This is an optimization exercise on Yosys and OpenROAD, whose aim is a short achievable clock period and few clock cycles per item, not a production implementation. Only simulation tests tie the RTL to the original design; equivalence was not proved. The flow treats the clock pin as an ideal source, which a real chip does not have. Power is estimated from default activity; no workload was simulated.

// hart
module hart #(
    parameter RESET_ADDR = 32'h00000000
) (
    input  wire        i_clk,
    input  wire        i_rst,
    output wire [31:0] o_imem_raddr,
    input  wire [31:0] i_imem_rdata,
    output wire [31:0] o_dmem_addr,
    output wire        o_dmem_ren,
    output wire        o_dmem_wen,
    output wire [31:0] o_dmem_wdata,
    output wire [ 3:0] o_dmem_mask,
    input  wire [31:0] i_dmem_rdata,
    output wire        o_retire_valid,
    output wire [31:0] o_retire_inst,
    output wire        o_retire_trap,
    output wire        o_retire_halt,
    output wire [ 4:0] o_retire_rs1_raddr,
    output wire [ 4:0] o_retire_rs2_raddr,
    output wire [31:0] o_retire_rs1_rdata,
    output wire [31:0] o_retire_rs2_rdata,
    output wire [ 4:0] o_retire_rd_waddr,
    output wire [31:0] o_retire_rd_wdata,
    output wire [31:0] o_retire_pc,
    output wire [31:0] o_retire_next_pc
);
Size: ~2,500 flip-flops, roughly 380 I/O pins.
clock: 11.5 ns
lec_check: 0
cap_margin: 20
core_margin: 2
core_utilization: 45
slew_margin: 20
standard.sh (not shown) runs the stock make flow with config.mk's settings and CLKGATE_MAP_FILE= SYNTH_SCRIPT=/design/flow/synth_recipe.tcl, a recipe that flattens the netlist after the stock synthesis.
==> flow/flow/run.sh <==
#!/bin/bash
set -euo pipefail
K=(SETUP_SLACK_MARGIN=7.6 MATCH_CELL_FOOTPRINT=0
   'BUFFER_PORTS_ARGS=-buffer_cell sky130_fd_sc_hd__buf_8')
R=orfs/results/sky130hd/hart/base
L=orfs/logs/sky130hd/hart/base
bash standard.sh "${K[@]}" grt > standard_flow_grt1.log 2>&1
cp $L/5_1_grt.log grt_round1.log
for n in 2 3; do
  # the repaired, globally routed design becomes the input of another round
  cp $R/5_1_grt.odb $R/4_cts.odb
  cp $R/5_1_grt.sdc $R/4_cts.sdc
  bash standard.sh "${K[@]}" do-5_1_grt > standard_flow_grt$n.log 2>&1
  cp $L/5_1_grt.log grt_round$n.log
done
bash standard.sh "${K[@]}" finish > standard_flow_finish.log 2>&1
The starting point produced a clean layout.
Testbench counts at the start, summed over its fixed seeds: cycles 67,756, instructions 60,455.
==> next run, changes <==
--- a/flow/flow/run.sh
+++ b/flow/flow/run.sh
@@ -1,5 +1,5 @@
 #!/bin/bash
 set -euo pipefail
-K=(SETUP_SLACK_MARGIN=7.6 MATCH_CELL_FOOTPRINT=0
+K=(SETUP_SLACK_MARGIN=8.4 MATCH_CELL_FOOTPRINT=0
    'BUFFER_PORTS_ARGS=-buffer_cell sky130_fd_sc_hd__buf_8')
 R=orfs/results/sky130hd/hart/base
The changed run ended with an error in global routing with GRT-0232.
Area after synthesis is unchanged.
Synthesized cell count does not change.
==> next run, changes <==
==> flow/flow/run.sh (replaced) <==
#!/bin/bash
set -euo pipefail
K=(SETUP_SLACK_MARGIN=8 MATCH_CELL_FOOTPRINT=0
   'BUFFER_PORTS_ARGS=-buffer_cell sky130_fd_sc_hd__buf_8')
R=orfs/results/sky130hd/hart/base
L=orfs/logs/sky130hd/hart/base
bash standard.sh "${K[@]}" grt > standard_flow_grt1.log 2>&1
cp $L/5_1_grt.log grt_round1.log
# the repaired, globally routed design becomes the input of a second round
cp $R/5_1_grt.odb $R/4_cts.odb
cp $R/5_1_grt.sdc $R/4_cts.sdc
bash standard.sh "${K[@]}" do-5_1_grt > standard_flow_grt2.log 2>&1
bash standard.sh "${K[@]}" finish > standard_flow_finish.log 2>&1
Settings changed: CORE_UTILIZATION 45 to 50.
With this change the flow passed the timing, design-rule and antenna checks.
Synthesized cell count does not change.
Area after synthesis is unchanged.
==> next run, changes <==
==> flow/flow/run.sh (replaced) <==
#!/bin/bash
set -euo pipefail
K=(SETUP_SLACK_MARGIN=8 MATCH_CELL_FOOTPRINT=0
   'BUFFER_PORTS_ARGS=-buffer_cell sky130_fd_sc_hd__buf_8')
R=orfs/results/sky130hd/hart/base
L=orfs/logs/sky130hd/hart/base
bash standard.sh "${K[@]}" grt > standard_flow_grt1.log 2>&1
cp $L/5_1_grt.log grt_round1.log
for n in 2 3; do
  # the repaired, globally routed design becomes the input of another round
  cp $R/5_1_grt.odb $R/4_cts.odb
  cp $R/5_1_grt.sdc $R/4_cts.sdc
  bash standard.sh "${K[@]}" do-5_1_grt > standard_flow_grt$n.log 2>&1
  cp $L/5_1_grt.log grt_round$n.log
done
bash standard.sh "${K[@]}" finish > standard_flow_finish.log 2>&1
Settings changed: CORE_UTILIZATION 50 to 45.
Via count is higher slightly.
Utilization is lower by 5.7 points.
Clock-buffer cell count is higher by 4.
Fmax is higher by a few percent.
Global-route usage is lower by 4.2 points.
Die area is higher by roughly a tenth.
Setup slack is better by 91 ps.
Routed wire length is higher slightly.
Total power barely changes.
Worst hold slack is worse by 17 ps.
Cell area is higher slightly.
==> next run, changes <==
--- a/flow/flow/run.sh
+++ b/flow/flow/run.sh
@@ -1,5 +1,5 @@
 #!/bin/bash
 set -euo pipefail
-K=(SETUP_SLACK_MARGIN=8 MATCH_CELL_FOOTPRINT=0
+K=(SETUP_SLACK_MARGIN=7.8 MATCH_CELL_FOOTPRINT=0
    'BUFFER_PORTS_ARGS=-buffer_cell sky130_fd_sc_hd__buf_8')
 R=orfs/results/sky130hd/hart/base
Maximum frequency decreases by 0.48%.
Design area decreases by about 1.6%.
Power hardly moves.
Worst setup slack got worse by 19 ps.
Register-to-register slack improved by 40 ps.
Via count decreases by 1.6%.
Synthesized cell count stays the same.
Flip-flop and latch count is unchanged.

separate check: timing with driven ports:
No port has a modelled driver above. Below, the same layouts with a new extraction and two added sets of constraints.
Step 1 sets driving cells, clkbuf_16 on the clock port and buf_2 on the other inputs (assumed; they add their load-dependent delay and slew).
Step 2, shift: input delay + t, output delay - t, t = (earliest + latest rising clock arrival at the registers) / 2. This alone moves slack from input paths to output paths.
a / b / c = ideal ports / drivers / drivers and shift; a / b = the first two.
run	t (ns)	setup WS [ns]	worst hold slack (ns)	worst data-port slew with drivers (ns)
the first run	1.061	7.420 / 7.305 / 6.244	0.311 / 0.311 / 0.311	0.26
the third run	1.054	7.365 / 7.265 / 6.210	0.316 / 0.316 / 0.316	0.51
the fourth run	1.063	7.456 / 7.355 / 6.292	0.298 / 0.298 / 0.298	0.45
the fifth run	1.041	7.436 / 7.376 / 6.335	0.293 / 0.293 / 0.293	0.46
After both steps every run listed still meets setup and hold. The setup slack of the first run, which loses most, moves by -0.115 ns with the drivers and by -1.176 ns with both steps.
